Context: an optimization exercise on an open-source flow, tuned for small area, a short achievable clock period and few clock cycles per item. The choices shown serve that exercise and are no tape-out recipe.
At most, simulation tests tie the RTL to the original design; equivalence was not proved.
Only the layout flow was run in runs 5 to 8; the RTL was not checked for function there.
Power and IR drop assume default switching activity.

$ cat flow/design.v
module rdport8(
    input [127:0] rf,
    input [7:0] sel,
    output reg [15:0] q
    );
integer i;
always @(*) begin
    q = 16'd0;
    for (i = 0; i < 8; i = i + 1)
        q = q | (rf[16*i +: 16] & {16{sel[i]}});
end
endmodule
module rdport9(
    input [127:0] rf,
    input [7:0] sel,
    input [15:0] ext,
    input ext_sel,
    output reg [15:0] q
    );
integer i;
always @(*) begin
    q = ext & {16{ext_sel}};
    for (i = 0; i < 8; i = i + 1)
        q = q | (rf[16*i +: 16] & {16{sel[i]}});
end
endmodule
module addsub(
    input [15:0] a, b,
    input sub,
    output [15:0] s
    );
assign s = a + (b ^ {16{sub}}) + {15'd0, sub};
endmodule
module processor(
    input [15:0] DIN,
    input Resetn, Clock, Run,
    output reg Done,
    output [15:0] BusWires
    );
reg [127:0] rf;         
reg         pend;       
reg [2:0]   mvi_rx;     
wire [2:0] rx = DIN[12:10];
wire [2:0] ry = DIN[9:7];
wire is_mvi = ~DIN[14] & DIN[13];    
wire use_x  = ~pend & DIN[14];       
wire sub    = ~pend & DIN[13];       
reg [7:0] xsel, ysel;
integer i;
always @(*)
    for (i = 0; i < 8; i = i + 1) begin
        xsel[i] = use_x && rx == i;
        ysel[i] = ry == i;
    end
wire [15:0] X, Y;
rdport8 portx(.rf(rf), .sel(xsel), .q(X));
rdport8 porty(.rf(rf), .sel(ysel), .q(Y));
wire [15:0] sum;
addsub alu(.a(X), .b(Y), .sub(sub), .s(sum));
assign BusWires = pend ? DIN : sum;
always @(*)
    Done = Resetn & (pend | (Run & ~is_mvi));
wire [2:0] wa = pend ? mvi_rx : rx;
always @(posedge Clock) begin
    if (!pend) mvi_rx <= rx;
    pend <= Resetn & ~pend & Run & is_mvi;
    for (i = 0; i < 8; i = i + 1)
        if (Done && wa == i) rf[16*i +: 16] <= BusWires;
end
endmodule
$ cat flow/flow/run.sh
#!/bin/bash
# Standard ORFS layout with these changes:
#  - port buffers are plain buffers (sky130_fd_sc_hd__buf_2), not delay buffers;
#  - clock tree from clkbuf_8 only, without dummy balancing loads;
#  - setup repair limited to the moves: unbuffer,sizeup,swap
set -euo pipefail
bash standard.sh \
  BUFFER_PORTS_ARGS="-buffer_cell sky130_fd_sc_hd__buf_2" \
  CTS_ARGS="-sink_clustering_enable -repair_clock_nets -dont_use_dummy_load -buf_list sky130_fd_sc_hd__clkbuf_8" \
  SETUP_MOVE_SEQUENCE="unbuffer,sizeup,swap" \
  finish > orfs_make.log 2>&1
$ cat flow/standard.sh
#!/bin/bash
# synth_recipe.tcl (not shown) runs the flow's synth.tcl, then flattens the netlist and writes it again
# the make line also repeats each setting of config.mk as NAME=value (left out here)
make -C /OpenROAD-flow-scripts/flow DESIGN_CONFIG=/design/flow/config.mk WORK_HOME=/design/flow/orfs CLKGATE_MAP_FILE= SYNTH_SCRIPT=/design/flow/synth_recipe.tcl "${@:-finish}"
$ cat flow/config.mk
export PLATFORM = sky130hd
export DESIGN_NAME = processor
export DESIGN_NICKNAME = processor
export VERILOG_FILES = /design/flow/design.v
export SDC_FILE = /design/flow/constraint.sdc
export NUM_CORES = 4
export LEC_CHECK = 0
export CAP_MARGIN = 5
export CORE_MARGIN = 2
export CORE_UTILIZATION = 40
export SETUP_SLACK_MARGIN = 4
export SLEW_MARGIN = 5
export SYNTH_HIERARCHICAL = 1
$ cat flow/constraint.sdc
create_clock -name core_clock -period 10.0 [get_ports {Clock}]
set_input_delay 2.0000 -clock core_clock [delete_from_list [all_inputs] [get_ports {Clock}]]
set_output_delay 2.0000 -clock core_clock [all_outputs]
set_load 0.01 [all_outputs]
==> summary.txt, run 1 <==
status = timing/DRC/antenna clean
most used routing layer = met2
Post-synth EDFFs = 128
Worst EP arrival = 4.89 ns
largest net degree at the start of global routing = 35
Synth Area in Compound Gates = 18.6%
max cap viols = 0
Final Critical Period = 6.89 ns
Die Ht = 135 um
final net count = 576
top_reg_cell synth = edfxtp_1
Hold Vio Cnt, Final = 0
diodes inserted = 0
xor and xnor area share after synthesis = 3.84%
H-tree lvl count = 4
Max IR drop VDD = 104 uV
crit-path max FO = 16
share of cells above drive strength 1 = 28.4%
Worst setup SP type = input pin
Routed WL per cell = 24.3 um
Worst Path Required = 8.00 ns
Yosys reg bits = 132
reg2reg setup slack = 6.07 ns
reg2reg end = rf[78]$_DFFE_PP_
clock latency (worst-skew pair) = 0.46 ns
synthesized area per cell = 13.3 um^2
Ys Warns = 8
post-DP HPWL = 11400 um
Slowest cell on crit path = and3b_4
TritonCTS Buffers = 17
Post-Syn Instances = 514
# port buffers = 35
Core Box Area = 0.0166 mm^2
Residual DRC = 0
Reg2Reg Launch Point = pend$_DFF_P_
Worst-path clk slew = 0.08 ns
routing usage on met1 = 25.8%
relative slew slack = 21.1%
Hold WS = 0.486 ns
RSZ-0062 raised after global routing = true
met2 Use GR = 35.2%
total gr overflow = 0
Setup crit start = DIN[8]
sequential area share after synthesis = 57.3%
post-synthesis mux area share = 3.16%
remaining antenna violation count = 0
CP cell instances = buf_12, and3b_4, a22oi_2, nand4_1, mux2i_2, inv_1, fa_2, a21oi_2, o21bai_2, a21oi_2, or4b_1, o221ai_1, mux2_4, buf_2
total track usage = 20.9%
clock buffer depth = 2
net count after synthesis = 549
pwr dens = 179 mW/mm^2
WS Path Type = input pin to output pin
simple-gate area share of the yosys netlist = 8.02%
drt initial violations = 542
initial core utilization = 41.2%
Fmax = 0.145 GHz
first-pass GRT wire length = 27900 um
final slew viol count = 0
largest family of logic cells by synthesized area = compound AO/OA/AOI/OAI gates
clock tree sinks = 132
Die Area = 0.0182 mm^2
CTS tree = built
most frequent cells in the layout = edfxtp_1, a22oi_1, nand4_1
CP max stage delay = 0.50 ns
Leakage = 0.00247 uW
most common cell after layout, fill and taps aside = edfxtp_1
router iterations before antenna repair = 5
Post-synth ARST share = 0%
total setup buffers inserted after CTS = 0
final setup vio count = 0
most frequent CP cell = a21oi_2
Top Family by Delay on Critical Path = simple AND/OR/NAND/NOR gates
initial antenna violation count = 0
# rows = 47
Boundary Pins = 36
final wirelength = 18500 um
vias = 4798
M3 GR Usage = 4.43%
endpoint class of the critical path = output pin
chip width = 135 um
setup TNS = 0 ns
number of global-route vias before repair = 4982
Final Cycle Share = 68.9%
skew final = 0.0301 ns
Stages on worst setup path = 14
hold-fix buffers at CTS = 0
vias per cell = 6.32
synthesized cell area = 0.00685 mm^2
worst min-delay path category = flip-flop to flip-flop
cells on worst reg2reg path = 14
Root Driver = clkbuf_8
Slew @ Worst Pin = 1.18 ns
Buf/Inv on CP = 3
routability-driven placement congestion ratio = 0.897
CP endpoint = BusWires[14]
Yosys cell types = 50
P&R area growth vs syn = 13.2%
# fillers = 1450
post-synthesis adder-cell area fraction = 3.03%
-- stage by stage --
step	area (um^2)	cells	power (uW)	worst slack, ns	util, %
after CTS	7590	759	1370	3.15	45.6
final	7750	759	1390	3.11	46.6
after detailed placement	7200	742	1040	2.77	43.2
after floorplan	7030	514	945	3.62	-
after global placement	7200	742	1030	2.77	43.2
after global routing	7750	759	1450	3.00	46.6
-- worst min-delay path by stage --
stage	from	endpoint	slack, ns	depth (start not counted)
finish	mvi_rx[1]$_DFF_P_	mvi_rx[1]$_DFF_P_	0.49	1
global route	mvi_rx[1]$_DFF_P_	mvi_rx[1]$_DFF_P_	0.52	1
CTS	mvi_rx[1]$_DFF_P_	mvi_rx[1]$_DFF_P_	0.49	1
detailed placement	mvi_rx[1]$_DFF_P_	mvi_rx[1]$_DFF_P_	0.47	1
global placement	mvi_rx[1]$_DFF_P_	mvi_rx[1]$_DFF_P_	0.46	1
floorplan	mvi_rx[1]$_DFF_P_	mvi_rx[1]$_DFF_P_	0.46	1
-- area by class of cell --
type	instances	area (um^2)	share of cell area, %
Sequential cell	132	3930	50.6
Multi-Input combinational cell	335	2880	37.1
Timing Repair Buffer	49	417	5.38
Tap cell	220	275	3.55
Clock buffer	17	234	3.02
Inverter	6	22.5	0.291
-- power breakdown --
| part | internal (uW) | switching (uW) |
|---|---|---|
| clock network | 149 | 171 |
| logic | 151 | 219 |
| registers | 687 | 8.39 |
-- per-module statistics from Yosys, one instance, submodules excluded --
module | cells | copies in the design | flip-flops and latches
rdport8 | 96 | 2 | 0
addsub | 114 | 1 | 0
processor | 208 | 1 | 132
-- cells by family after synthesis --
kind of cell             count (synthesis)
flip-flops                             132
buffers and inverters                   47
multiplexers                            19
AO/OA/AOI/OAI                          172
adder cells (fa/ha/maj)                 16
AND/OR/NAND/NOR                         98
XOR/XNOR                                30
-- cell usage after synthesis, types with 2 or more instances --
library cell	count	area, um^2
xnor2_1	6	52.6
o21ai_0	6	30.0
xor2_1	24	210
a211oi_1	2	15.0
nor3_1	5	25.0
nand4_1	33	206
inv_1	6	22.5
o31ai_2	2	25.0
buf_8	2	30.0
or3b_2	2	17.5
buf_2	7	35.0
a21oi_1	16	80.1
nor2_1	21	78.8
and3b_1	2	17.5
nor3b_1	3	22.5
edfxtp_1	128	3840
ha_1	15	188
mux2_2	17	191
nand3b_1	2	15.0
o21ai_1	3	15.0
nand2_1	16	60.1
nor2b_1	3	18.8
a22oi_1	128	961
clkbuf_1	4	15.0
a31oi_1	2	12.5
nand2b_1	3	18.8
dfxtp_1	4	80.1
nor4_1	3	18.8
buf_6	28	315
-- per-layer routing --
metal | share of wire, % | up-vias
met5 | 0 | -
met4 | 2.6 | 0
met3 | 6.6 | 45
met2 | 50 | 224
met1 | 41 | 2394
li1 | - | 2135
-- sequential cells by signal (all words and copies together), names as in the netlist --
name,cells
mvi_rx,3
pend,1
rf,128
-- repair_timing --
| action | CTS | global route |
|---|---|---|
| cloned | 0 | 0 |
| pin swaps | 12 | 15 |
| endpoints found under the setup margin | 15 | 15 |
| gates resized for setup | 43 | 30 |
Testbench counts, summed over its fixed seeds: cycles 9,996, items 8,000.
==> run 2, diff against run 1 <==
--- a/flow/config.mk
+++ b/flow/config.mk
@@ -10,2 +10,3 @@
 export CORE_UTILIZATION = 40
+export PLACE_DENSITY = 0.7
 export SETUP_SLACK_MARGIN = 4
==> summary.txt, run 2 <==
RSZ-0062 raised after global routing = true
max cap viols = 0 (unchanged)
Final Non-Filler Cells = 768 (+1.2%)
share of cells above drive strength 1 = 28.8% (+0.45 points)
clock latency (worst-skew pair) = 0.46 ns (about the same)
Post-Syn Instances = 514 (unchanged)
Psw = 398 uW (about the same)
drt initial violations = 533 (-1.7%)
router iterations before antenna repair = 8 (+3)
Buf/Inv on CP = 3 (unchanged)
most common cell after layout, fill and taps aside = edfxtp_1
total gr overflow = 0 (unchanged)
Post-synth EDFFs = 128 (unchanged)
Final Cycle Share = 68.8% (-0.086 points)
pwr dens = 177 mW/mm^2 (-0.71%)
setup TNS = 0 ns (unchanged)
Leakage = 0.00252 uW (+2.0%)
Die Area = 0.0182 mm^2 (unchanged)
max FFs per register = 128 (unchanged)
# rows = 47 (unchanged)
final wirelength = 18800 um (+2.0%)
CP max stage delay = 0.51 ns (about the same)
final net count = 585 (+1.6%)
Final Critical Period = 6.88 ns (-0.00863 ns)
skew final = 0.0285 ns (-0.00154 ns)
Hold Vio Cnt, Final = 0 (unchanged)
Logic pwr share = 26.9% (+0.2 points)
routability-driven placement congestion ratio = 0.911 (+1.5%)
post-DP HPWL = 11700 um (+1.9%)
TritonCTS Buffers = 17 (unchanged)
cells on worst reg2reg path = 14 (unchanged)
synthesized cell area = 0.00685 mm^2 (unchanged)
P&R area growth vs syn = 14.0%
Worst EP arrival = 4.88 ns (about the same)
synthesized area per cell = 13.3 um^2 (unchanged)
final setup margin = 3.12 ns (+0.00863 ns)
initial core utilization = 41.2% (unchanged)
Net Sw Frac = 28.7% (-0.040 points)
final slew viol count = 0 (unchanged)
# port buffers = 35 (unchanged)
Slew @ Worst Pin = 1.17 ns (-0.0122 ns)
final setup vio count = 0 (unchanged)
Boundary Pins = 36 (unchanged)
clock share of power = 22.9% (-0.2 points)
largest net degree at the start of global routing = 35 (unchanged)
CP endpoint = BusWires[10]
diodes inserted = 0 (unchanged)
Yosys top cell by area = edfxtp_1
top-area cell type share of the netlist area = 56.1% (unchanged)
Seq pwr share = 50.2% (about the same)
number of global-route vias before repair = 5188 (+4.1%)
Stages on worst setup path = 14 (unchanged)
# fillers = 1432 (-1.2%)
endpoint class of the critical path = output pin
crit-path max FO = 16 (unchanged)
Reg2Reg Launch Point = pend$_DFF_P_
Fmax = 0.145 GHz (+0.13%)
Routed WL per cell = 24.5 um (+0.76%)
Setup crit start = DIN[8]
Reg with most FFs = rf
Yosys cell types = 50 (unchanged)
reg2reg end = rf[12]$_DFFE_PP_
Worst setup SP type = input pin
ranking of synthesized cells by area = edfxtp_1, a22oi_1, buf_6
Residual DRC = 0 (unchanged)
Top Family by Delay on Critical Path = simple AND/OR/NAND/NOR gates
Slowest cell on crit path = and3b_4
Die Ht = 135 um (unchanged)
Hold Path Origin = mvi_rx[1]$_DFF_P_
Ys Warns = 8 (unchanged)
Multi-input gate area = 0.00288 mm^2 (about the same)
relative slew slack = 21.7% (+0.61 points)
Regs by FF count = rf x128, mvi_rx x3, pend x1
placed insts = 751 (+1.2%)
vias per cell = 6.50 (+2.8%)
top_reg_cell synth = edfxtp_1
vias = 4991 (+4.0%)
Int Power = 988 uW (+0.10%)
Yosys reg bits = 132 (unchanged)
sequential area share after synthesis = 57.3% (unchanged)
clock tree sinks = 132 (unchanged)
register area = 0.00393 mm^2 (unchanged)
most frequent cells in the layout = edfxtp_1, a22oi_1, nand4_1
net count after synthesis = 549 (unchanged)
H-tree lvl count = 4 (unchanged)
CTS tree = built
clock buffer depth = 2 (unchanged)
Worst Path Required = 8.00 ns (about the same)
Post-Place Setup Slack = 2.53 ns (-0.238 ns)
Post-synth ARST share = 0% (unchanged)
reg2reg setup slack = 6.10 ns (+0.03 ns)
first-pass GRT wire length = 28200 um (+1.2%)
Worst-path clk slew = 0.07 ns (about the same)
status = timing/DRC/antenna clean
Core Box Area = 0.0166 mm^2 (unchanged)
most frequent CP cell = a21oi_2
commonest cells in the netlist = a22oi_1, edfxtp_1, nand4_1, buf_6, xor2_1
total track usage = 21.0% (+0.12 points)
Root Driver = clkbuf_8
chip width = 135 um (unchanged)
remaining antenna violation count = 0 (unchanged)
WS Path Type = input pin to output pin
Max IR drop VDD = 101 uV (-3.2%)
worst min-delay path category = flip-flop to flip-flop
hold-fix buffers at CTS = 0 (unchanged)
CP cell instances = buf_12, and3b_4, a22oi_2, nand4_1, mux2i_2, inv_1, fa_2, a21oi_2, o21bai_2, a21oi_2, nor2_1, xor2_1, mux2_4, buf_2
initial antenna violation count = 0 (unchanged)
==> run 2: power groups by stage <==
stage | clock (uW) | sequential (uW) | combinational, uW
2_1_floorplan | 0 | 703 | 242
3_3_place_gp | 0 | 706 | 324
3_5_place_dp | 0 | 707 | 332
4_1_cts | 324 | 695 | 353
5_1_grt | 346 | 696 | 402
6_report | 317 | 696 | 373
==> run 2: final cells by class <==
type	count	area share (%)
Clock buffer	17	3.00
Inverter	6	0.288
Multi-Input combinational cell	335	36.9
Sequential cell	132	50.3
Tap cell	220	3.52
Timing Repair Buffer	58	6.07
==> run 2: Yosys stat by module (local to each module, per instance) <==
module	times used	cells inside
addsub	1	114
processor	1	208
rdport8	2	96
==> run 2: repair_timing <==
action                                  in CTS  in global routing
endpoints found under the setup margin      16                 15
setup buffers                                0                  0
pin swaps                                   28                 10
gates cloned                                 0                  0
resized for setup                           52                 21
==> run 2: kinds of logic after synthesis <==
logic type	count (synthesis)	share of synthesized area [%]
adder cells (fa/ha/maj)	16	3.03
AND/OR/NAND/NOR	98	8.02
XOR/XNOR	30	3.84
multiplexers	19	3.16
buffers and inverters	47	6.10
flip-flops	132	57.3
AO/OA/AOI/OAI	172	18.6
==> run 2: how the worst min path moves through the flow <==
| stage | end | slack [ns] | cells past startpoint |
|---|---|---|---|
| 6_report | mvi_rx[1]$_DFF_P_ | 0.49 | 1 |
| 5_1_grt | mvi_rx[1]$_DFF_P_ | 0.51 | 1 |
| 4_1_cts | mvi_rx[1]$_DFF_P_ | 0.49 | 1 |
| 3_5_place_dp | mvi_rx[1]$_DFF_P_ | 0.47 | 1 |
| 3_3_place_gp | mvi_rx[1]$_DFF_P_ | 0.47 | 1 |
| 2_1_floorplan | mvi_rx[1]$_DFF_P_ | 0.46 | 1 |
==> run 2: worst reg2reg max path: stages, from the launching register on <==
cell and delay, ns:
dfxtp_2 0.94, nand3b_1 0.29, nor2_4 0.12, buf_6 0.16, a22oi_2 0.15, nand4_1 0.17
mux2i_2 0.26, inv_1 0.09, fa_2 0.36, a21oi_2 0.18, o21bai_2 0.10, a21oi_2 0.19
o31ai_2 0.10, xor2_1 0.18, mux2_4 0.33
==> run 2: through the flow <==
stage	cell area [um^2]	util, %	total power (uW)	hold slack [ns]
6_report	7810	46.9	1390	0.488
4_1_cts	7680	46.2	1370	0.485
3_5_place_dp	7240	43.5	1040	0.469
2_1_floorplan	7030	-	945	0.456
3_3_place_gp	7240	43.5	1030	0.470
5_1_grt	7810	46.9	1450	0.506
==> run 2: routing by layer <==
layer  wire, um  up-vias  GRT usage (%)  share of wire (%)
met5          0        -              0                  0
met2       9160      313           33.8                 49
met4        627        0           11.3                3.3
met1       7320     2458           25.8                 39
met3       1710       76           5.63                9.1
li1           -     2144              -                  -
==> run 3, diff against run 2 <==
--- a/flow/config.mk
+++ b/flow/config.mk
@@ -10,3 +10,3 @@
 export CORE_UTILIZATION = 40
-export PLACE_DENSITY = 0.7
+export GPL_ROUTABILITY_DRIVEN = 0
 export SETUP_SLACK_MARGIN = 4
==> summary.txt, run 3 <==
skew final = 0.0301 ns (+0.00154 ns)
Post-Place Setup Slack = 2.77 ns (+0.238 ns)
CTS tree = built
relative slew slack = 21.1% (-0.61 points)
CP endpoint = BusWires[14]
Yosys top cell by area = edfxtp_1
initial core utilization = 41.2% (unchanged)
Worst-path clk slew = 0.08 ns (about the same)
first-pass GRT wire length = 27900 um (-1.2%)
clock latency (worst-skew pair) = 0.46 ns (about the same)
Psw = 398 uW (about the same)
clock tree sinks = 132 (unchanged)
top_reg_cell synth = edfxtp_1
final setup margin = 3.11 ns (-0.00863 ns)
Core Box Area = 0.0166 mm^2 (unchanged)
diodes inserted = 0 (unchanged)
cells on worst reg2reg path = 14 (unchanged)
TritonCTS Buffers = 17 (unchanged)
max cap viols = 0 (unchanged)
pwr dens = 179 mW/mm^2 (+0.71%)
drt initial violations = 542 (+1.7%)
Slew @ Worst Pin = 1.18 ns (+0.0122 ns)
hold-fix buffers at CTS = 0 (unchanged)
share of cells above drive strength 1 = 28.4% (-0.45 points)
Die Ht = 135 um (unchanged)
largest net degree at the start of global routing = 35 (unchanged)
initial antenna violation count = 0 (unchanged)
clock buffer depth = 2 (unchanged)
Post-Syn Instances = 514 (unchanged)
endpoint class of the critical path = output pin
router iterations before antenna repair = 5 (-3)
vias per cell = 6.32 (-2.7%)
Worst Path Required = 8.00 ns (about the same)
# port buffers = 35 (unchanged)
status = timing/DRC/antenna clean
Int Power = 987 uW (-0.10%)
Setup crit start = DIN[8]
H-tree lvl count = 4 (unchanged)
commonest cells in the netlist = a22oi_1, edfxtp_1, nand4_1, buf_6, xor2_1
Final Critical Period = 6.89 ns (+0.00863 ns)
Seq pwr share = 50.2% (about the same)
WS Path Type = input pin to output pin
post-DP HPWL = 11400 um (-1.9%)
Hold Vio Cnt, Final = 0 (unchanged)
final setup vio count = 0 (unchanged)
P&R area growth vs syn = 13.2%
net count after synthesis = 549 (unchanged)
Worst EP arrival = 4.89 ns (about the same)
Reg2Reg Launch Point = pend$_DFF_P_
Worst setup SP type = input pin
crit-path max FO = 16 (unchanged)
reg2reg end = rf[78]$_DFFE_PP_
Logic pwr share = 26.7% (-0.2 points)
Regs by FF count = rf x128, mvi_rx x3, pend x1
total setup buffers inserted after CTS = 0 (unchanged)
synthesized cell area = 0.00685 mm^2 (unchanged)
max FFs per register = 128 (unchanged)
Post-synth EDFFs = 128 (unchanged)
number of global-route vias before repair = 4982 (-4.0%)
Routed WL per cell = 24.3 um (-0.76%)
Net Sw Frac = 28.8% (+0.040 points)
Final Cycle Share = 68.9% (+0.086 points)
Root Driver = clkbuf_8
Ys Warns = 8 (unchanged)
Leakage = 0.00247 uW (-2.0%)
most common cell after layout, fill and taps aside = edfxtp_1
total gr overflow = 0 (unchanged)
RSZ-0062 raised after global routing = true
vias = 4798 (-3.9%)
final slew viol count = 0 (unchanged)
clock share of power = 23.1% (+0.2 points)
worst min-delay path category = flip-flop to flip-flop
remaining antenna violation count = 0 (unchanged)
top-area cell type share of the netlist area = 56.1% (unchanged)
final net count = 576 (-1.5%)
Reg with most FFs = rf
synthesized area per cell = 13.3 um^2 (unchanged)
Yosys reg bits = 132 (unchanged)
ranking of synthesized cells by area = edfxtp_1, a22oi_1, buf_6
Yosys cell types = 50 (unchanged)
total track usage = 20.9% (-0.12 points)
Fmax = 0.145 GHz (-0.13%)
Post-synth ARST share = 0% (unchanged)
Boundary Pins = 36 (unchanged)
most frequent cells in the layout = edfxtp_1, a22oi_1, nand4_1
Die Area = 0.0182 mm^2 (unchanged)
sequential area share after synthesis = 57.3% (unchanged)
# rows = 47 (unchanged)
reg2reg setup slack = 6.07 ns (-0.03 ns)
Max IR drop VDD = 104 uV (+3.3%)
Residual DRC = 0 (unchanged)
chip width = 135 um (unchanged)
final wirelength = 18500 um (-1.9%)
setup TNS = 0 ns (unchanged)
[run 3: changes by cell type in the layout (fill, tap and decap cells not counted), sizes merged]
cell	change
buf	-9
[run 3: worst min path at each step]
| stage | depth (start not counted) | from | end | slack, ns |
|---|---|---|---|---|
| 2_1_floorplan | 1 | mvi_rx[1]$_DFF_P_ | mvi_rx[1]$_DFF_P_ | 0.46 |
| 3_3_place_gp | 1 | mvi_rx[1]$_DFF_P_ | mvi_rx[1]$_DFF_P_ | 0.46 |
| 3_5_place_dp | 1 | mvi_rx[1]$_DFF_P_ | mvi_rx[1]$_DFF_P_ | 0.47 |
| 4_1_cts | 1 | mvi_rx[1]$_DFF_P_ | mvi_rx[1]$_DFF_P_ | 0.49 |
| 5_1_grt | 1 | mvi_rx[1]$_DFF_P_ | mvi_rx[1]$_DFF_P_ | 0.52 |
| 6_report | 1 | mvi_rx[1]$_DFF_P_ | mvi_rx[1]$_DFF_P_ | 0.49 |
[run 3: routing by layer]
| metal | track usage (%) | up-vias | routed length (um) |
|---|---|---|---|
| li1 | - | 2135 | - |
| met1 | 25.8 | 2394 | 7540 |
| met2 | 35.2 | 224 | 9220 |
| met3 | 4.43 | 45 | 1210 |
| met4 | 9.24 | 0 | 484 |
| met5 | 0 | - | 0 |
[run 3: modules after synthesis, one instance, submodules excluded]
module,cells inside,flops+latches
addsub,114,0
processor,208,132
rdport8,96,0
[run 3: repair_timing]
| action | CTS | global route |
|---|---|---|
| resized for setup | 43 | 30 |
| setup endpoints to repair | 15 | 15 |
| pin swaps | 12 | 15 |
[run 3: critical path: stages]
cell and delay (ns):
buf_12 0.12, and3b_4 0.50, a22oi_2 0.09, nand4_1 0.18, mux2i_2 0.29, inv_1 0.09
fa_2 0.37, a21oi_2 0.18, o21bai_2 0.11, a21oi_2 0.18, or4b_1 0.15, o221ai_1 0.12
mux2_4 0.35, buf_2 0.16
[run 3: cell type report]
class                           instances  area, um^2
Multi-Input combinational cell        335        2880
Tap cell                              220         275
Timing Repair Buffer                   49         417
Clock buffer                           17         234
Sequential cell                       132        3930
Inverter                                6        22.5
Fill cell                            1450        8890
[run 3: cell families after synthesis]
family | after synthesis | synth area share [%]
AOI/OAI and AO/OA | 172 | 18.6
xor gates and xnor gates | 30 | 3.84
adders and majority gates | 16 | 3.03
buffers and inverters | 47 | 6.10
DFF | 132 | 57.3
muxes | 19 | 3.16
and+or+nand+nor | 98 | 8.02
[run 3: power by group through the flow]
stage	logic [uW]	registers, uW	clock network [uW]
after global placement	327	706	0
after detailed placement	335	706	0
after CTS	352	695	326
final	370	695	320
after global routing	403	696	352
after floorplan	242	703	0
[run 3: per-stage QoR]
step / total power, uW / std cells / hold WS [ns] / instance area, um^2 / utilization, %
2_1_floorplan: 945 / 514 / 0.456 / 7030 / -
3_3_place_gp: 1030 / 742 / 0.462 / 7200 / 43.2
3_5_place_dp: 1040 / 742 / 0.468 / 7200 / 43.2
4_1_cts: 1370 / 759 / 0.487 / 7590 / 45.6
5_1_grt: 1450 / 759 / 0.521 / 7750 / 46.6
6_report: 1390 / 759 / 0.486 / 7750 / 46.6
==> run 4, diff against run 3 <==
--- a/flow/config.mk
+++ b/flow/config.mk
@@ -10,4 +10,3 @@
 export CORE_UTILIZATION = 40
-export GPL_ROUTABILITY_DRIVEN = 0
-export SETUP_SLACK_MARGIN = 4
+export SETUP_SLACK_MARGIN = 3.5
 export SLEW_MARGIN = 5
==> summary.txt, run 4 <==
Setup crit start = DIN[11]
most common cell after layout, fill and taps aside = edfxtp_1
final wirelength = 19900 um (+7.6%)
commonest cells in the netlist = a22oi_1, edfxtp_1, nand4_1, buf_6, xor2_1
Die Area = 0.0182 mm^2 (unchanged)
Final Cycle Share = 68.6% (-0.24 points)
final setup vio count = 0 (unchanged)
Leakage = 0.00256 uW (+3.5%)
max cap viols = 0 (unchanged)
pwr dens = 179 mW/mm^2 (+0.42%)
post-DP HPWL = 11800 um (+3.0%)
most frequent cells in the layout = edfxtp_1, a22oi_1, nand4_1
Worst Path Required = 8.00 ns (about the same)
clock latency (worst-skew pair) = 0.46 ns (about the same)
first-pass GRT wire length = 29800 um (+6.9%)
# rows = 47 (unchanged)
total gr overflow = 0 (unchanged)
CP max stage delay = 0.47 ns (-0.03 ns)
top routing layer in use = met4
TritonCTS Buffers = 17 (unchanged)
router iterations before antenna repair = 5 (unchanged)
Yosys top cell by area = edfxtp_1
WL met3 = 1780 um (+47%)
Max IR drop VDD = 81.5 uV (-22%)
Met2 Wirelength = 9390 um (+1.9%)
total track usage = 22.5% (+1.7 points)
Hold Vio Cnt, Final = 0 (unchanged)
final setup margin = 3.14 ns (+0.0241 ns)
initial antenna violation count = 0 (unchanged)
top_reg_cell synth = edfxtp_1
chip width = 135 um (unchanged)
Ys Warns = 8 (unchanged)
Yosys reg bits = 132 (unchanged)
largest net degree at the start of global routing = 35 (unchanged)
# port buffers = 35 (unchanged)
Slew @ Worst Pin = 0.515 ns (-0.668 ns)
Yosys cell types = 50 (unchanged)
routability-driven placement congestion ratio = 0.891
number of global-route vias before repair = 4880 (-2.0%)
Reg2Reg Launch Point = pend$_DFF_P_
vias per cell = 6.48 (+2.5%)
register area = 0.00392 mm^2 (about the same)
skew final = 0.0308 ns (+0.000763 ns)
CP cell instances = buf_6, nor2_1, nand2_2, nor2_4, buf_6, a22oi_2, nand4_1, mux2i_2, inv_1, fa_2, a21oi_4, o21bai_4, a21oi_4, or4b_1, o221ai_1, mux2_4, buf_2
relative slew slack = 65.7% (+45 points)
synthesized cell area = 0.00685 mm^2 (unchanged)
synthesized area per cell = 13.3 um^2 (unchanged)
final net count = 588 (+2.1%)
Post-synth ARST share = 0% (unchanged)
final slew viol count = 0 (unchanged)
WS Path Type = input pin to output pin
H-tree lvl count = 4 (unchanged)
Boundary Pins = 36 (unchanged)
crit-path max FO = 9 (-7)
Slowest cell on crit path = or4b_1
clock buffer depth = 2 (unchanged)
share of cells above drive strength 1 = 29.8% (+1.4 points)
total setup buffers inserted after CTS = 0 (unchanged)
P&R area growth vs syn = 14.9%
Worst setup SP type = input pin
net count after synthesis = 549 (unchanged)
Routed WL per cell = 25.8 um (+5.9%)
ranking of synthesized cells by area = edfxtp_1, a22oi_1, buf_6
Post-Syn Instances = 514 (unchanged)
Fmax = 0.146 GHz (+0.35%)
Worst EP arrival = 4.86 ns (-0.03 ns)
Reg with most FFs = rf
Post-synth EDFFs = 128 (unchanged)
Multi-input gate area = 0.00287 mm^2 (-0.26%)
Hold Path Origin = mvi_rx[1]$_DFF_P_
hold-fix buffers at CTS = 0 (unchanged)
diodes inserted = 0 (unchanged)
# fillers = 1447 (-0.21%)
Post-Place Setup Slack = 2.49 ns (-0.279 ns)
initial core utilization = 41.2% (unchanged)
Die Ht = 135 um (unchanged)
Regs by FF count = rf x128, mvi_rx x3, pend x1
worst min-delay path category = flip-flop to flip-flop
vias = 4996 (+4.1%)
remaining antenna violation count = 0 (unchanged)
Final Critical Period = 6.86 ns (-0.0241 ns)
clock tree sinks = 132 (unchanged)
Post-Route M1 WL = 8170 um (+8.3%)
Root Driver = clkbuf_8
Core Box Area = 0.0166 mm^2 (unchanged)
sequential area share after synthesis = 57.3% (unchanged)
CTS tree = built
Worst-path clk slew = 0.06 ns (-0.02 ns)
endpoint class of the critical path = output pin
setup TNS = 0 ns (unchanged)
status = timing/DRC/antenna clean
top-area cell type share of the netlist area = 56.1% (unchanged)
Residual DRC = 0 (unchanged)
RSZ-0062 raised after global routing = true
Finished Core Util = 47.3% (+0.71 points)
max FFs per register = 128 (unchanged)
drt initial violations = 510 (-5.9%)
-- run 4: cell count changes in the layout (fill, tap and decap cells not counted), sizes merged --
cell  before  now
buf       49   61
-- run 4: layout make-up --
type	count	area share (%)
repair buffers	61	6.90
multi-input cells	335	36.5
clock buffers	17	2.97
well taps	220	3.50
flip-flops and latches	132	49.9
inverters	6	0.286
-- run 4: repair_timing --
| item | in CTS | in global routing |
|---|---|---|
| hold endpoints to repair | 0 | 0 |
| pin swaps | 25 | 5 |
| setup endpoints to repair | 15 | 13 |
| gates resized for setup | 97 | 10 |
-- run 4: per-stage QoR --
step	power (uW)	cells	area [um^2]	hold WS [ns]
2_1_floorplan	927	514	6870	0.456
3_3_place_gp	1030	754	7180	0.472
3_5_place_dp	1040	754	7180	0.472
4_1_cts	1410	771	7820	0.492
5_1_grt	1480	771	7870	0.525
6_report	1410	771	7870	0.488
-- run 4: kinds of logic after synthesis --
| logic type | after synthesis | share of synthesized area (%) |
|---|---|---|
| mux | 19 | 3.16 |
| compound gates | 172 | 18.6 |
| buf+inv | 47 | 6.10 |
| simple gates | 98 | 8.02 |
| fa+ha+maj | 16 | 3.03 |
| xor+xnor | 30 | 3.84 |
| flops | 132 | 57.3 |
-- run 4: metal layers --
layer | GRT usage [%] | vias up
met2 | 35.2 | 301
met3 | 7.51 | 55
li1 | - | 2154
met1 | 29.5 | 2486
met5 | 0 | -
met4 | 7.60 | 0
-- run 4: worst max-delay path: cells and delay by family --
kind,cells,cell delay [ns]
AOI/OAI and AO/OA,5,0.48
adders and majority gates,1,0.24
buffers and inverters,4,0.56
muxes,2,0.36
and+or+nand+nor,5,1.20
-- run 4: path summary, 6_finish.rpt --
path	endpoint	slack [ns]	cells after the start
worst min-delay path	mvi_rx[1]$_DFF_P_	0.49	1
worst min register to register	mvi_rx[1]$_DFF_P_	0.49	1
worst max-delay path	BusWires[14]	3.14	17
worst max register to register	rf[8]$_DFFE_PP_	6.33	16
-- run 4: per-module statistics from Yosys (local to each module, per instance) --
module     copies in the design  flops+latches  cell area (um^2)
rdport8                       2              0               758
processor                     1            132              4440
addsub                        1              0               893
-- run 4: power by group --
part           internal, uW  total (uW)  switching [uW]
Combinational           157         394             237
Clock                   149         324             175
Sequential              687         693            6.64
==> run 5, diff against run 4 <==
--- a/flow/design.v
+++ b/flow/design.v
@@ -45,4 +45,4 @@
 wire is_mvi = ~DIN[14] & DIN[13];    
-wire use_x  = ~pend & DIN[14];       
-wire sub    = ~pend & DIN[13];       
+wire use_x  = DIN[14];               
+wire sub    = DIN[13];               
 reg [7:0] xsel, ysel;
--- a/flow/config.mk
+++ b/flow/config.mk
@@ -10,3 +10,3 @@
 export CORE_UTILIZATION = 40
-export SETUP_SLACK_MARGIN = 3.5
+export SETUP_SLACK_MARGIN = 4
 export SLEW_MARGIN = 5
==> summary.txt, run 5 <==
Max IR drop VDD = 106 uV (+30%)
commonest cells in the netlist = a22oi_1, edfxtp_1, nand4_1, buf_6, xor2_1
Worst-path clk slew = 0.06 ns (about the same)
net count after synthesis = 542 (-1.3%)
# port buffers = 35 (unchanged)
RSZ-0062 raised after global routing = true
crit-path max FO = 16 (+7)
router iterations before antenna repair = 6 (+1)
diodes inserted = 0 (unchanged)
# rows = 47 (unchanged)
Post-Syn Instances = 507 (-1.4%)
final setup vio count = 0 (unchanged)
Routed WL per cell = 24.6 um (-4.6%)
drt initial violations = 545 (+6.9%)
skew final = 0.0365 ns (+0.00566 ns)
Ys Warns = 8 (unchanged)
Fmax = 0.143 GHz (-1.7%)
Worst EP arrival = 4.98 ns (+0.12 ns)
most common cell after layout, fill and taps aside = edfxtp_1
clock buffer depth = 2 (unchanged)
hold-fix buffers at CTS = 0 (unchanged)
Post-synth EDFFs = 128 (unchanged)
TritonCTS Buffers = 17 (unchanged)
routability-driven placement congestion ratio = 0.872 (-2.2%)
Residual DRC = 0 (unchanged)
remaining antenna violation count = 0 (unchanged)
clock latency (worst-skew pair) = 0.46 ns (about the same)
vias = 4880 (-2.3%)
Root Driver = clkbuf_8
top_reg_cell synth = edfxtp_1
post-DP HPWL = 11400 um (-3.6%)
Die Area = 0.0182 mm^2 (about the same)
WS Path Type = input pin to output pin
status = timing/DRC/antenna clean
Slew @ Worst Pin = 0.546 ns (+0.0311 ns)
Die Ht = 135 um (about the same)
share of cells above drive strength 1 = 29.6% (-0.17 points)
Reg with most FFs = rf
Yosys cell types = 50 (unchanged)
synthesized area per cell = 13.5 um^2 (+1.3%)
P&R area growth vs syn = 13.9%
Worst Path Required = 8.00 ns (about the same)
Core Box Area = 0.0166 mm^2 (unchanged)
Worst setup SP type = input pin
final slew viol count = 0 (unchanged)
vias per cell = 6.39 (-1.4%)
most frequent cells in the layout = edfxtp_1, a22oi_1, nand4_1
Post-synth ARST share = 0% (unchanged)
relative slew slack = 63.6% (-2.1 points)
clock tree sinks = 132 (unchanged)
final net count = 581 (-1.2%)
final wirelength = 18800 um (-5.4%)
Hold Vio Cnt, Final = 0 (unchanged)
endpoint class of the critical path = output pin
chip width = 135 um (about the same)
pwr dens = 179 mW/mm^2 (-0.23%)
total gr overflow = 0 (unchanged)
initial core utilization = 41.1% (about the same)
Final Cycle Share = 69.8% (+1.2 points)
CTS tree = built
H-tree lvl count = 4 (unchanged)
worst min-delay path category = flip-flop to flip-flop
number of global-route vias before repair = 4914 (+0.70%)
Regs by FF count = rf x128, mvi_rx x3, pend x1
initial antenna violation count = 0 (unchanged)
sequential area share after synthesis = 57.3% (about the same)
Yosys top cell by area = edfxtp_1
Yosys reg bits = 132 (unchanged)
top-area cell type share of the netlist area = 56.2% (about the same)
first-pass GRT wire length = 28200 um (-5.3%)
max FFs per register = 128 (unchanged)
overall power = 1400 uW (-1.2%)
Final Critical Period = 6.98 ns (+0.117 ns)
ranking of synthesized cells by area = edfxtp_1, a22oi_1, buf_6
setup TNS = 0 ns (unchanged)
Leakage = 0.00253 uW (-1.2%)
total track usage = 21.2% (-1.3 points)
synthesized cell area = 0.00685 mm^2 (about the same)
largest net degree at the start of global routing = 30 (-14%)
Boundary Pins = 36 (unchanged)
max cap viols = 0 (unchanged)
==> run 5: stage by stage <==
step | utilization (%) | hold WS, ns | setup WS (ns) | instances | instance area [um^2]
3_3_place_gp | 43.4 | 0.509 | 2.74 | 747 | 7230
5_1_grt | 46.8 | 0.607 | 2.91 | 764 | 7790
2_1_floorplan | - | 0.485 | 3.76 | 507 | 6960
3_5_place_dp | 43.4 | 0.534 | 2.65 | 747 | 7230
6_report | 46.8 | 0.543 | 3.02 | 764 | 7790
4_1_cts | 46.1 | 0.539 | 3.08 | 764 | 7680
==> run 5: Yosys stat by module, one instance, submodules excluded <==
module     copies in the design  flops+latches  cells  cell area, um^2
processor                     1            132    201             4440
rdport8                       2              0     96              758
addsub                        1              0    114              893
==> run 5: critical path, stage by stage <==
cell	delay, ns
buf_6	0.13
and3b_4	0.52
a22oi_2	0.09
nand4_1	0.17
mux2i_2	0.30
inv_1	0.10
fa_2	0.42
a21oi_2	0.19
o21bai_2	0.13
a21oi_4	0.20
or4b_4	0.16
o221ai_2	0.08
mux2_4	0.32
buf_2	0.15
==> run 5: final cells by class <==
type | count | area [um^2]
Fill cell | 1450 | 8850
Sequential cell | 132 | 3920
Multi-Input combinational cell | 330 | 2860
Timing Repair Buffer | 57 | 475
Tap cell | 220 | 275
Clock buffer | 17 | 234
Inverter | 8 | 30.0
==> run 5: cell families after synthesis <==
family	share of synthesized area (%)
xor gates and xnor gates	3.84
and+or+nand+nor	7.51
adders and majority gates	3.03
AOI/OAI and AO/OA	18.9
DFF	57.3
buffers and inverters	6.27
muxes	3.14
==> run 5: metal layers <==
layer | vias up | track usage (%) | wire length (um)
met5 | - | 0 | 0
met4 | 0 | 8.54 | 459
met3 | 49 | 4.77 | 1230
met2 | 249 | 35.6 | 9310
met1 | 2449 | 26.7 | 7780
li1 | 2133 | - | -
==> run 5: worst paths after layout <==
check / slack [ns] / endpoint / start / cells after the start
setup / recovery: 3.02 / BusWires[14] / DIN[8] / 14
hold / removal: 0.54 / mvi_rx[2]$_DFF_P_ / mvi_rx[2]$_DFF_P_ / 2
setup reg to reg: 6.96 / rf[12]$_DFFE_PP_ / rf[0]$_DFFE_PP_ / 11
hold reg to reg: 0.54 / mvi_rx[2]$_DFF_P_ / mvi_rx[2]$_DFF_P_ / 2
==> run 5: what timing repair did <==
action	in CTS	in global routing
pin swaps	15	13
setup buffers	0	0
endpoints found under the setup margin	15	15
resized for setup	52	24
==> run 5: report_power, final <==
| part | internal [uW] | switching (uW) | total (uW) |
|---|---|---|---|
| Sequential | 686 | 7.24 | 693 |
| Combinational | 157 | 222 | 380 |
| Clock | 149 | 174 | 323 |
==> run 6, diff against run 5 <==
--- a/flow/config.mk
+++ b/flow/config.mk
@@ -7,3 +7,3 @@
 export LEC_CHECK = 0
-export CAP_MARGIN = 5
+export CAP_MARGIN = 20
 export CORE_MARGIN = 2
@@ -11,3 +11,3 @@
 export SETUP_SLACK_MARGIN = 4
-export SLEW_MARGIN = 5
+export SLEW_MARGIN = 20
 export SYNTH_HIERARCHICAL = 1
==> summary.txt, run 6 <==
worst hold path cell count = 2 (unchanged)
net count after synthesis = 542 (unchanged)
total track usage = 21.2% (unchanged)
max FFs per register = 128 (unchanged)
CTS tree = built
skew final = 0.0365 ns (unchanged)
Reg with most FFs = rf
commonest cells in the netlist = a22oi_1, edfxtp_1, nand4_1, buf_6, xor2_1
top_reg_cell synth = edfxtp_1
router iterations before antenna repair = 6 (unchanged)
Regs by FF count = rf x128, mvi_rx x3, pend x1
number of global-route vias before repair = 4914 (unchanged)
Fmax = 0.143 GHz (unchanged)
Die Area = 0.0182 mm^2 (unchanged)
synthesized cell area = 0.00685 mm^2 (unchanged)
crit-path max FO = 16 (unchanged)
initial antenna violation count = 0 (unchanged)
Post-synth ARST share = 0% (unchanged)
Worst EP arrival = 4.98 ns (about the same)
diodes inserted = 0 (unchanged)
Worst-path clk slew = 0.06 ns (about the same)
P&R area growth vs syn = 13.9% (unchanged)
Post-Place Setup Slack = 2.65 ns (unchanged)
Die Ht = 135 um (unchanged)
CP max stage delay = 0.52 ns (about the same)
CP cell instances = buf_6, and3b_4, a22oi_2, nand4_1, mux2i_2, inv_1, fa_2, a21oi_2, o21bai_2, a21oi_4, or4b_4, o221ai_2, mux2_4, buf_2
end of the worst hold path = mvi_rx[2]$_DFF_P_
# fillers = 1450 (unchanged)
first-pass GRT wire length = 28200 um (unchanged)
placed instance area = 0.00723 mm^2 (unchanged)
initial core utilization = 41.1% (unchanged)
# port buffers = 35 (unchanged)
synthesized area per cell = 13.5 um^2 (unchanged)
Post-synth EDFFs = 128 (unchanged)
top-area cell type share of the netlist area = 56.2% (unchanged)
Hold Path Origin = mvi_rx[2]$_DFF_P_
clock tree sinks = 132 (unchanged)
final wirelength = 18800 um (unchanged)
cells on worst reg2reg path = 11 (unchanged)
endpoint class of the critical path = output pin
share of cells above drive strength 1 = 29.6% (unchanged)
H-tree lvl count = 4 (unchanged)
routability-driven placement congestion ratio = 0.872 (unchanged)
final net count = 581 (unchanged)
Finished Core Util = 46.8% (unchanged)
vias per cell = 6.39 (unchanged)
Final Critical Period = 6.98 ns (unchanged)
Root Driver = clkbuf_8
Boundary Pins = 36 (unchanged)
chip width = 135 um (unchanged)
sequential area share after synthesis = 57.3% (unchanged)
overall power = 1400 uW (unchanged)
Slowest cell on crit path = and3b_4
# rows = 47 (unchanged)
Final Instance Area = 0.00779 mm^2 (unchanged)
most frequent cells in the layout = edfxtp_1, a22oi_1, nand4_1
Worst setup SP type = input pin
WS Path Type = input pin to output pin
Leakage = 0.00253 uW (unchanged)
clock latency (worst-skew pair) = 0.46 ns (about the same)
Max IR drop VDD = 106 uV (unchanged)
drt initial violations = 545 (unchanged)
worst min-delay path category = flip-flop to flip-flop
Ys Warns = 8 (unchanged)
status = timing/DRC/antenna clean
setup TNS = 0 ns (unchanged)
M3 GR Usage = 4.77% (unchanged)
Worst Path Required = 8.00 ns (about the same)
most used routing layer = met2
ranking of synthesized cells by area = edfxtp_1, a22oi_1, buf_6
post-DP HPWL = 11400 um (unchanged)
Core Box Area = 0.0166 mm^2 (unchanged)
largest net degree at the start of global routing = 30 (unchanged)
total gr overflow = 0 (unchanged)
Yosys cell types = 50 (unchanged)
routing usage on met1 = 26.7% (unchanged)
RSZ-0062 raised after global routing = true
final setup margin = 3.02 ns (unchanged)
Slew @ Worst Pin = 0.546 ns (unchanged)
max cap viols = 0 (unchanged)
clock buffer depth = 2 (unchanged)
Hold Vio Cnt, Final = 0 (unchanged)
TritonCTS Buffers = 17 (unchanged)
pwr dens = 179 mW/mm^2 (unchanged)
most common cell after layout, fill and taps aside = edfxtp_1
met2 Use GR = 35.6% (unchanged)
vias = 4880 (unchanged)
Routed WL per cell = 24.6 um (unchanged)
Reg2Reg Launch Point = rf[0]$_DFFE_PP_
Post-Syn Instances = 507 (unchanged)
remaining antenna violation count = 0 (unchanged)
relative slew slack = 63.6% (unchanged)
Residual DRC = 0 (unchanged)
Yosys top cell by area = edfxtp_1
Yosys reg bits = 132 (unchanged)
reg2reg setup slack = 6.96 ns (about the same)
Final Cycle Share = 69.8% (unchanged)
reg2reg end = rf[12]$_DFFE_PP_
final setup vio count = 0 (unchanged)
final slew viol count = 0 (unchanged)
-- run 6: cell counts after synthesis --
Identical to the previous run, type by type.
-- run 6: cell type report --
cell class	count	area [um^2]	area share, %
Inverter	8	30.0	0.385
Clock buffer	17	234	3.00
Sequential cell	132	3920	50.3
Timing Repair Buffer	57	475	6.10
Tap cell	220	275	3.53
Multi-Input combinational cell	330	2860	36.6
-- run 6: cells by family (layout without fill, tap and decap cells) --
group	after synthesis	in the layout	synth area share, %
AND/OR/NAND/NOR	92	92	7.51
multiplexers	19	19	3.14
adder cells (fa/ha/maj)	16	16	3.03
flip-flops	132	132	57.3
buffers and inverters	45	82	6.27
XOR/XNOR	30	30	3.84
AO/OA/AOI/OAI	173	173	18.9
-- run 6: critical path: cells and delay by family --
family                   cells  cell delay (ns)
AO/OA/AOI/OAI                5             0.69
adder cells (fa/ha/maj)      1             0.42
multiplexers                 2             0.62
buffers and inverters        3             0.38
AND/OR/NAND/NOR              3             0.85
-- run 6: timing repair --
item / in CTS / in global routing
setup endpoints to repair: 15 / 15
setup buffers: 0 / 0
hold buffers: 0 / 0
pin swaps: 15 / 13
cloned: 0 / 0
resized for setup: 52 / 24
hold endpoints to repair: 0 / 0
-- run 6: stage by stage --
| step | hold slack, ns | std cells |
|---|---|---|
| 6_report | 0.543 | 764 |
| 2_1_floorplan | 0.485 | 507 |
| 5_1_grt | 0.607 | 764 |
| 3_3_place_gp | 0.509 | 747 |
| 3_5_place_dp | 0.534 | 747 |
| 4_1_cts | 0.539 | 764 |
-- run 6: modules after synthesis (local to each module, per instance) --
module	cells	times used	flip-flops and latches	area, um^2
processor	201	1	132	4440
addsub	114	1	0	893
rdport8	96	2	0	758
-- run 6: worst max-delay path by stage --
stage                start      endpoint  slack, ns  depth (start not counted)
finish              DIN[8]  BusWires[14]       3.02                         14
global route        DIN[9]  BusWires[12]       2.91                         15
CTS                 DIN[7]  BusWires[14]       3.08                         14
detailed placement  DIN[7]  BusWires[14]       2.65                         14
global placement    DIN[7]  BusWires[12]       2.74                         14
floorplan           DIN[9]  BusWires[14]       3.76                         13
-- run 6: power breakdown --
part           switching, uW  internal (uW)
combinational            222            157
sequential              7.24            686
clock                    174            149
total                    403            992
-- run 6: per-layer routing --
layer | up-vias | part of all wire, %
met2 | 249 | 50
met3 | 49 | 6.6
met1 | 2449 | 41
li1 | 2133 | -
met5 | - | 0
met4 | 0 | 2.4
==> run 7, diff against run 6 <==
--- a/flow/design.v
+++ b/flow/design.v
@@ -28,6 +28,6 @@
     input [15:0] a, b,
-    input sub,
+    input cin,
     output [15:0] s
     );
-assign s = a + (b ^ {16{sub}}) + {15'd0, sub};
+assign s = a + b + {15'd0, cin};
 endmodule
@@ -45,4 +45,4 @@
 wire is_mvi = ~DIN[14] & DIN[13];    
-wire use_x  = DIN[14];               
-wire sub    = DIN[13];               
+wire use_x  = ~pend & DIN[14];       
+wire sub    = ~pend & DIN[13];       
 reg [7:0] xsel, ysel;
@@ -58,3 +58,3 @@
 wire [15:0] sum;
-addsub alu(.a(X), .b(Y), .sub(sub), .s(sum));
+addsub alu(.a(X), .b(Y ^ {16{sub}}), .cin(sub), .s(sum));
 assign BusWires = pend ? DIN : sum;
--- a/flow/config.mk
+++ b/flow/config.mk
@@ -10,3 +10,3 @@
 export CORE_UTILIZATION = 40
-export SETUP_SLACK_MARGIN = 4
+export SETUP_SLACK_MARGIN = 5
 export SLEW_MARGIN = 20
==> summary.txt, run 7 <==
status = timing/DRC/antenna clean
Yosys reg bits = 132 (unchanged)
skew final = 0.0288 ns (-0.00767 ns)
clock tree sinks = 132 (unchanged)
RSZ-0062 raised after global routing = true
routability-driven placement congestion ratio = 0.974 (+12%)
Post-synth ARST share = 0% (unchanged)
router iterations before antenna repair = 6 (unchanged)
synthesized cell area = 0.00683 mm^2 (-0.16%)
Yosys top cell by area = edfxtp_1
max FFs per register = 128 (unchanged)
total gr overflow = 0 (unchanged)
total setup buffers inserted after CTS = 0 (unchanged)
max cap viols = 0 (unchanged)
setup TNS = 0 ns (unchanged)
pwr dens = 181 mW/mm^2 (+1.2%)
Finished Core Util = 47.2% (+0.35 points)
Final Cycle Share = 72.2% (+2.4 points)
Final Critical Period = 7.22 ns (+0.241 ns)
cells on worst reg2reg path = 16 (+5)
final setup vio count = 0 (unchanged)
Regs by FF count = rf x128, mvi_rx x3, pend x1
clock buffer depth = 2 (unchanged)
final net count = 586 (+0.86%)
Post-Syn Instances = 515 (+1.6%)
Final Instance Area = 0.00785 mm^2 (+0.74%)
top_reg_cell synth = edfxtp_1
chip width = 135 um (about the same)
final slew viol count = 0 (unchanged)
reg2reg end = rf[30]$_DFFE_PP_
Fmax = 0.139 GHz (-3.3%)
Reg with most FFs = rf
synthesized area per cell = 13.3 um^2 (-1.7%)
Reg2Reg Launch Point = pend$_DFF_P_
most common cell after layout, fill and taps aside = edfxtp_1
vias per cell = 6.42 (+0.57%)
endpoint class of the critical path = output pin
top-area cell type share of the netlist area = 56.2% (+0.093 points)
# rows = 47 (unchanged)
worst min-delay path category = flip-flop to flip-flop
TritonCTS Buffers = 17 (unchanged)
diodes inserted = 0 (unchanged)
commonest cells in the netlist = a22oi_1, edfxtp_1, nand4_1, buf_6, xnor2_1
post-DP HPWL = 12800 um (+13%)
share of cells above drive strength 1 = 27.1% (-2.5 points)
Boundary Pins = 36 (unchanged)
crit-path max FO = 10 (-6)
drt initial violations = 669 (+23%)
Yosys cell types = 43 (-14%)
Ys Warns = 8 (unchanged)
placed instance area = 0.00726 mm^2 (+0.38%)
relative slew slack = 28.3% (-35 points)
CTS tree = built
P&R area growth vs syn = 14.9%
remaining antenna violation count = 0 (unchanged)
initial antenna violation count = 0 (unchanged)
clock latency (worst-skew pair) = 0.45 ns (about the same)
Worst Path Required = 8.00 ns (about the same)
Core Box Area = 0.0166 mm^2 (unchanged)
Worst-path clk slew = 0.07 ns (about the same)
reg2reg setup slack = 5.95 ns (-1.01 ns)
Final Non-Filler Cells = 769 (+0.65%)
first-pass GRT wire length = 29100 um (+3.3%)
H-tree lvl count = 4 (unchanged)
# fillers = 1474 (+1.7%)
net count after synthesis = 550 (+1.5%)
ranking of synthesized cells by area = edfxtp_1, a22oi_1, buf_6
Die Ht = 135 um (about the same)
Leakage = 0.00255 uW (+1.0%)
Post-synth EDFFs = 128 (unchanged)
Residual DRC = 0 (unchanged)
most frequent cells in the layout = edfxtp_1, a22oi_1, nand4_1
Multi-input gate area = 0.00287 mm^2 (+0.61%)
WS Path Type = input pin to output pin
Worst EP arrival = 5.22 ns (+0.24 ns)
register area = 0.00393 mm^2 (about the same)
Hold Vio Cnt, Final = 0 (unchanged)
vias = 4940 (+1.2%)
CP endpoint = BusWires[14]
initial core utilization = 41.1% (-0.068 points)
Die Area = 0.0181 mm^2 (-0.16%)
number of global-route vias before repair = 5080 (+3.4%)
final wirelength = 19600 um (+4.4%)
placed insts = 750 (+0.40%)
# port buffers = 35 (unchanged)
Max IR drop VDD = 108 uV (+2.2%)
Setup crit start = DIN[14]
Routed WL per cell = 25.5 um (+3.8%)
largest net degree at the start of global routing = 25 (-17%)
Slew @ Worst Pin = 1.07 ns (+0.529 ns)
Worst setup SP type = input pin
total track usage = 21.8% (+0.55 points)
Root Driver = clkbuf_8
sequential area share after synthesis = 57.4% (+0.094 points)
==> run 7: worst min path at each step <==
| stage | start | endpoint | slack (ns) | cells after the start |
|---|---|---|---|---|
| 3_5_place_dp | mvi_rx[2]$_DFF_P_ | mvi_rx[2]$_DFF_P_ | 0.49 | 1 |
| 4_1_cts | mvi_rx[2]$_DFF_P_ | mvi_rx[2]$_DFF_P_ | 0.51 | 1 |
| 3_3_place_gp | mvi_rx[2]$_DFF_P_ | mvi_rx[2]$_DFF_P_ | 0.48 | 1 |
| 2_1_floorplan | mvi_rx[2]$_DFF_P_ | mvi_rx[2]$_DFF_P_ | 0.46 | 1 |
| 6_report | mvi_rx[2]$_DFF_P_ | mvi_rx[2]$_DFF_P_ | 0.50 | 1 |
| 5_1_grt | mvi_rx[2]$_DFF_P_ | mvi_rx[2]$_DFF_P_ | 0.54 | 1 |
==> run 7: area by class of cell <==
class,instances,share of cell area (%)
inverters,7,0.335
well taps,220,3.51
clock buffers,17,2.98
repair buffers,56,6.60
flip-flops and latches,132,50.0
multi-input cells,337,36.6
==> run 7: critical path, cell delays in order <==
cell and delay (ns):
buf_4 0.16, nand2_8 0.09, nor4_4 0.60, buf_6 0.26
a22oi_1 0.11, nand4_1 0.12, ha_1 0.31, a21oi_1 0.27
nand2_1 0.11, o2111ai_2 0.26, nand2_2 0.11, a31oi_1 0.24
xnor2_1 0.11, mux2_4 0.32, buf_6 0.13
==> run 7: power by group <==
group          total, uW  switching (uW)  internal [uW]  leakage [uW]
combinational        406             233            173       0.00124
clock                320             171            149      0.000122
sequential           698            8.35            689       0.00119
==> run 7: per-layer routing <==
layer | track usage, % | vias to the layer above | routed length (um)
met5 | 0 | - | 0
met1 | 27.4 | 2441 | 7850
met4 | 9.36 | 0 | 467
met3 | 6.01 | 55 | 1720
li1 | - | 2144 | -
met2 | 35.4 | 300 | 9570
==> run 7: cells by family after synthesis <==
family,synth area share [%]
flops,57.4
buf+inv,6.17
xor+xnor,3.84
mux,3.17
fa+ha+maj,3.15
compound gates,17.9
simple gates,8.33
==> run 7: stage by stage <==
step                      total power, uW  setup WS [ns]  hold WS (ns)
final                                1420           2.78         0.503
after global routing                 1480           2.77         0.536
after CTS                            1410           2.43         0.508
after detailed placement             1060           2.32         0.488
after global placement               1050           2.40         0.475
after floorplan                       951           3.56         0.456
==> run 7: repair_timing <==
| item | in CTS | in global routing |
|---|---|---|
| endpoints found under the setup margin | 75 | 75 |
| gates resized for setup | 23 | 56 |
| hold buffers | 0 | 0 |
| pin swaps | 16 | 15 |
==> run 7: Yosys stat by module (local to each module, per instance) <==
| module | cells inside | times used | flops+latches | area (um^2) |
|---|---|---|---|---|
| addsub | 98 | 1 | 0 | 724 |
| processor | 225 | 1 | 132 | 4590 |
| rdport8 | 96 | 2 | 0 | 758 |
==> run 8, diff against run 7 <==
--- a/flow/design.v
+++ b/flow/design.v
@@ -24,2 +24,16 @@
         q = q | (rf[16*i +: 16] & {16{sel[i]}});
+end
+endmodule
+module rdport8x(
+    input [127:0] rf,
+    input [7:0] sel,
+    input inv,
+    output reg [15:0] q
+    );
+integer i;
+always @(*) begin
+    q = 16'd0;
+    for (i = 0; i < 8; i = i + 1)
+        q = q | (rf[16*i +: 16] & {16{sel[i]}});
+    q = q ^ {16{inv}};
 end
@@ -56,5 +70,5 @@
 rdport8 portx(.rf(rf), .sel(xsel), .q(X));
-rdport8 porty(.rf(rf), .sel(ysel), .q(Y));
+rdport8x porty(.rf(rf), .sel(ysel), .inv(sub), .q(Y));
 wire [15:0] sum;
-addsub alu(.a(X), .b(Y ^ {16{sub}}), .cin(sub), .s(sum));
+addsub alu(.a(X), .b(Y), .cin(sub), .s(sum));
 assign BusWires = pend ? DIN : sum;
==> summary.txt, run 8 <==
largest family of logic cells by synthesized area = compound AO/OA/AOI/OAI gates
P&R area growth vs syn = 12.4%
skew final = 0.0240 ns (-0.00482 ns)
crit-path max FO = 9 (-1)
top_reg_cell synth = edfxtp_1
Ys Warns = 9 (+1)
most numerous cell in the Yosys netlist = edfxtp_1
reg2reg end = rf[126]$_DFFE_PP_
final setup vio count = 0 (unchanged)
post-synthesis adder-cell area fraction = 3.12% (-0.025 points)
first-pass GRT wire length = 28700 um (-1.5%)
Final Cycle Share = 71.3% (-0.90 points)
Final Critical Period = 7.13 ns (-0.0896 ns)
Core Box Area = 0.0167 mm^2 (+0.35%)
routability-driven placement congestion ratio = 0.897 (-7.9%)
Post-synth ARST share = 0% (unchanged)
Post-synth EDFFs = 128 (unchanged)
Yosys cell types = 46 (+7.0%)
worst hold path cell count = 1 (unchanged)
final slew viol count = 0 (unchanged)
setup TNS = 0 ns (unchanged)
final net count = 583 (-0.51%)
# port buffers = 35 (unchanged)
total track usage = 21.5% (-0.29 points)
reg2reg setup slack = 5.98 ns (+0.03 ns)
placed instance area = 0.00726 mm^2 (about the same)
Hold Vio Cnt, Final = 0 (unchanged)
final wirelength = 19000 um (-3.3%)
CTS tree = built
xor and xnor area share after synthesis = 3.81% (-0.030 points)
Max IR drop VDD = 86.1 uV (-20%)
max cap viols = 0 (unchanged)
chip width = 135 um (+0.38%)
cells on worst reg2reg path = 15 (-1)
post-synthesis mux area share = 3.14% (-0.025 points)
initial core utilization = 41.2% (+0.18 points)
Finished Core Util = 46.4% (-0.81 points)
hold-fix buffers at CTS = 0 (unchanged)
clock buffer depth = 2 (unchanged)
post-DP HPWL = 12000 um (-6.3%)
initial antenna violation count = 0 (unchanged)
remaining antenna violation count = 0 (unchanged)
Slew @ Worst Pin = 1.07 ns (-0.00504 ns)
net count after synthesis = 551 (+0.18%)
Regs by FF count = rf x128, mvi_rx x3, pend x1
overall power = 1410 uW (-1.3%)
Routed WL per cell = 24.7 um (-2.9%)
TritonCTS Buffers = 17 (unchanged)
endpoint class of the critical path = output pin
Yosys reg bits = 132 (unchanged)
vias per cell = 6.31 (-1.8%)
vias = 4833 (-2.2%)
status = timing/DRC/antenna clean
RSZ-0062 raised after global routing = true
number of global-route vias before repair = 4960 (-2.4%)
Hold WS = 0.487 ns (-0.0162 ns)
synthesized area per cell = 13.3 um^2 (+0.59%)
total gr overflow = 0 (unchanged)
max FFs per register = 128 (unchanged)
Residual DRC = 0 (unchanged)
Fmax = 0.140 GHz (+1.3%)
Die Ht = 135 um (+0.38%)
simple-gate area share of the yosys netlist = 8.27% (-0.065 points)
Hold Path Origin = mvi_rx[1]$_DFF_P_
drt initial violations = 496 (-26%)
relative slew slack = 28.6% (+0.34 points)
largest net degree at the start of global routing = 35 (+40%)
WS Path Type = input pin to output pin
Worst setup SP type = input pin
Boundary Pins = 36 (unchanged)
end of the worst hold path = mvi_rx[1]$_DFF_P_
Yosys top cell by area = edfxtp_1
Leakage = 0.00255 uW (about the same)
H-tree lvl count = 4 (unchanged)
most common cell after layout, fill and taps aside = edfxtp_1
pwr dens = 181 mW/mm^2 (+0.10%)
Post-Syn Instances = 516 (+0.19%)
ranking of synthesized cells by area = edfxtp_1, a22oi_1, buf_6
# rows = 47 (unchanged)
top-area cell type share of the netlist area = 55.8% (-0.44 points)
Final Instance Area = 0.00774 mm^2 (-1.4%)
share of cells above drive strength 1 = 26.9% (-0.22 points)
Worst Path Required = 8.00 ns (about the same)
clock tree sinks = 132 (unchanged)
Synth Area in Compound Gates = 18.7% (+0.80 points)
Reg2Reg Launch Point = pend$_DFF_P_
Worst EP arrival = 5.13 ns (-0.09 ns)
worst min-delay path category = flip-flop to flip-flop
Die Area = 0.0183 mm^2 (+0.77%)
Worst-path clk slew = 0.05 ns (-0.02 ns)
sequential area share after synthesis = 57.0% (-0.45 points)
most frequent cells in the layout = edfxtp_1, a22oi_1, nand4_1
diodes inserted = 0 (unchanged)
commonest cells in the netlist = edfxtp_1, a22oi_1, nand4_1, buf_6
clock latency (worst-skew pair) = 0.45 ns (about the same)
Root Driver = clkbuf_8
Reg with most FFs = rf
synthesized cell area = 0.00689 mm^2 (+0.79%)
router iterations before antenna repair = 5 (-1)
[run 8: where the power goes]
part / switching, uW / internal [uW] / total [uW]
Sequential: 8.82 / 689 / 698
Combinational: 221 / 163 / 384
Clock: 174 / 149 / 323
Total: 403 / 1000 / 1410
[run 8: per-layer routing]
| layer | up-vias | share of wire (%) | track usage (%) |
|---|---|---|---|
| met5 | - | 0 | 0 |
| met3 | 57 | 7.2 | 5.16 |
| met2 | 243 | 48 | 34.8 |
| met4 | 0 | 3.2 | 9.61 |
| li1 | 2142 | - | - |
| met1 | 2391 | 41 | 27.6 |
[run 8: how the worst max path moves through the flow]
stage	start	endpoint	slack [ns]	cells after the start
finish	DIN[7]	BusWires[14]	2.87	16
global placement	DIN[9]	BusWires[12]	2.55	15
detailed placement	DIN[9]	BusWires[12]	2.48	15
CTS	DIN[9]	BusWires[14]	2.89	16
global route	DIN[9]	BusWires[14]	2.71	16
floorplan	DIN[9]	BusWires[12]	3.34	15
[run 8: layout make-up]
type                            count  area (um^2)
Fill cell                        1499         8960
Timing Repair Buffer               54          454
Inverter                            6         22.5
Multi-Input combinational cell    337         2830
Clock buffer                       17          234
Sequential cell                   132         3930
Tap cell                          220          275
[run 8: critical path, cell delays in order]
cell	delay [ns]
buf_12	0.12
nor3b_4	0.53
a22oi_2	0.16
nand4_1	0.11
xor2_1	0.21
fa_2	0.26
inv_2	0.04
fa_2	0.34
nand2b_4	0.16
a21oi_4	0.16
o2111ai_4	0.16
nand2_2	0.12
a31oi_2	0.11
xnor2_1	0.16
mux2_4	0.33
buf_6	0.14
[run 8: cells by family after synthesis]
group | count (synthesis)
simple gates | 103
compound gates | 169
flops | 132
buf+inv | 47
mux | 19
xor+xnor | 30
fa+ha+maj | 16
[run 8: repair_timing]
action	in CTS	in global routing
resized for setup	46	2
cloned	0	0
setup endpoints to repair	41	16
setup buffers	0	0
pin swaps	23	3
[run 8: modules after synthesis, one instance, submodules excluded]
module,copies in the design,flip-flops and latches
addsub,1,0
processor,1,132
rdport8x,1,0
rdport8,1,0
[run 8: stage by stage]
stage / setup slack (ns) / cells
after global placement: 2.55 / 748
final: 2.87 / 766
after detailed placement: 2.48 / 748
after global routing: 2.71 / 766
after CTS: 2.89 / 765
after floorplan: 3.34 / 516

## afterwards: timing with drivers on the ports
In the flow no input, the clock included, has a driving cell. The finished layouts below were timed again as built, in two steps. Step 1, drivers: a clkbuf_16 drives Clock and a buf_2 each remaining input, both assumed. Step 2 moves the port delays by t, midway between the first and last clock arrival at a register: inputs arrive t later, outputs are due t later. That takes back most of the time a late clock gives input paths. Slacks: no drivers / after step 1 / after step 2; pairs: no drivers / after step 1.
run	t, ns	setup slack, ns	pins driven straight from the clock port
run 1	0.482	3.114 / 3.068 / 3.068	1
run 2	0.481	3.122 / 3.074 / 3.074	1
run 3	0.482	3.114 / 3.068 / 3.068	1
run 4	0.480	3.138 / 3.105 / 3.105	1
run 5	0.482	3.021 / 2.989 / 2.989	1
run 6	0.482	3.021 / 2.989 / 2.989	1
run 7	0.474	2.780 / 2.734 / 2.734	1
run 8	0.475	2.870 / 2.806 / 2.806	1
After both steps setup and hold are still met in every run listed. For run 8, which loses most, drivers alone change the setup slack by -0.064 ns; drivers and shift together by -0.064 ns.
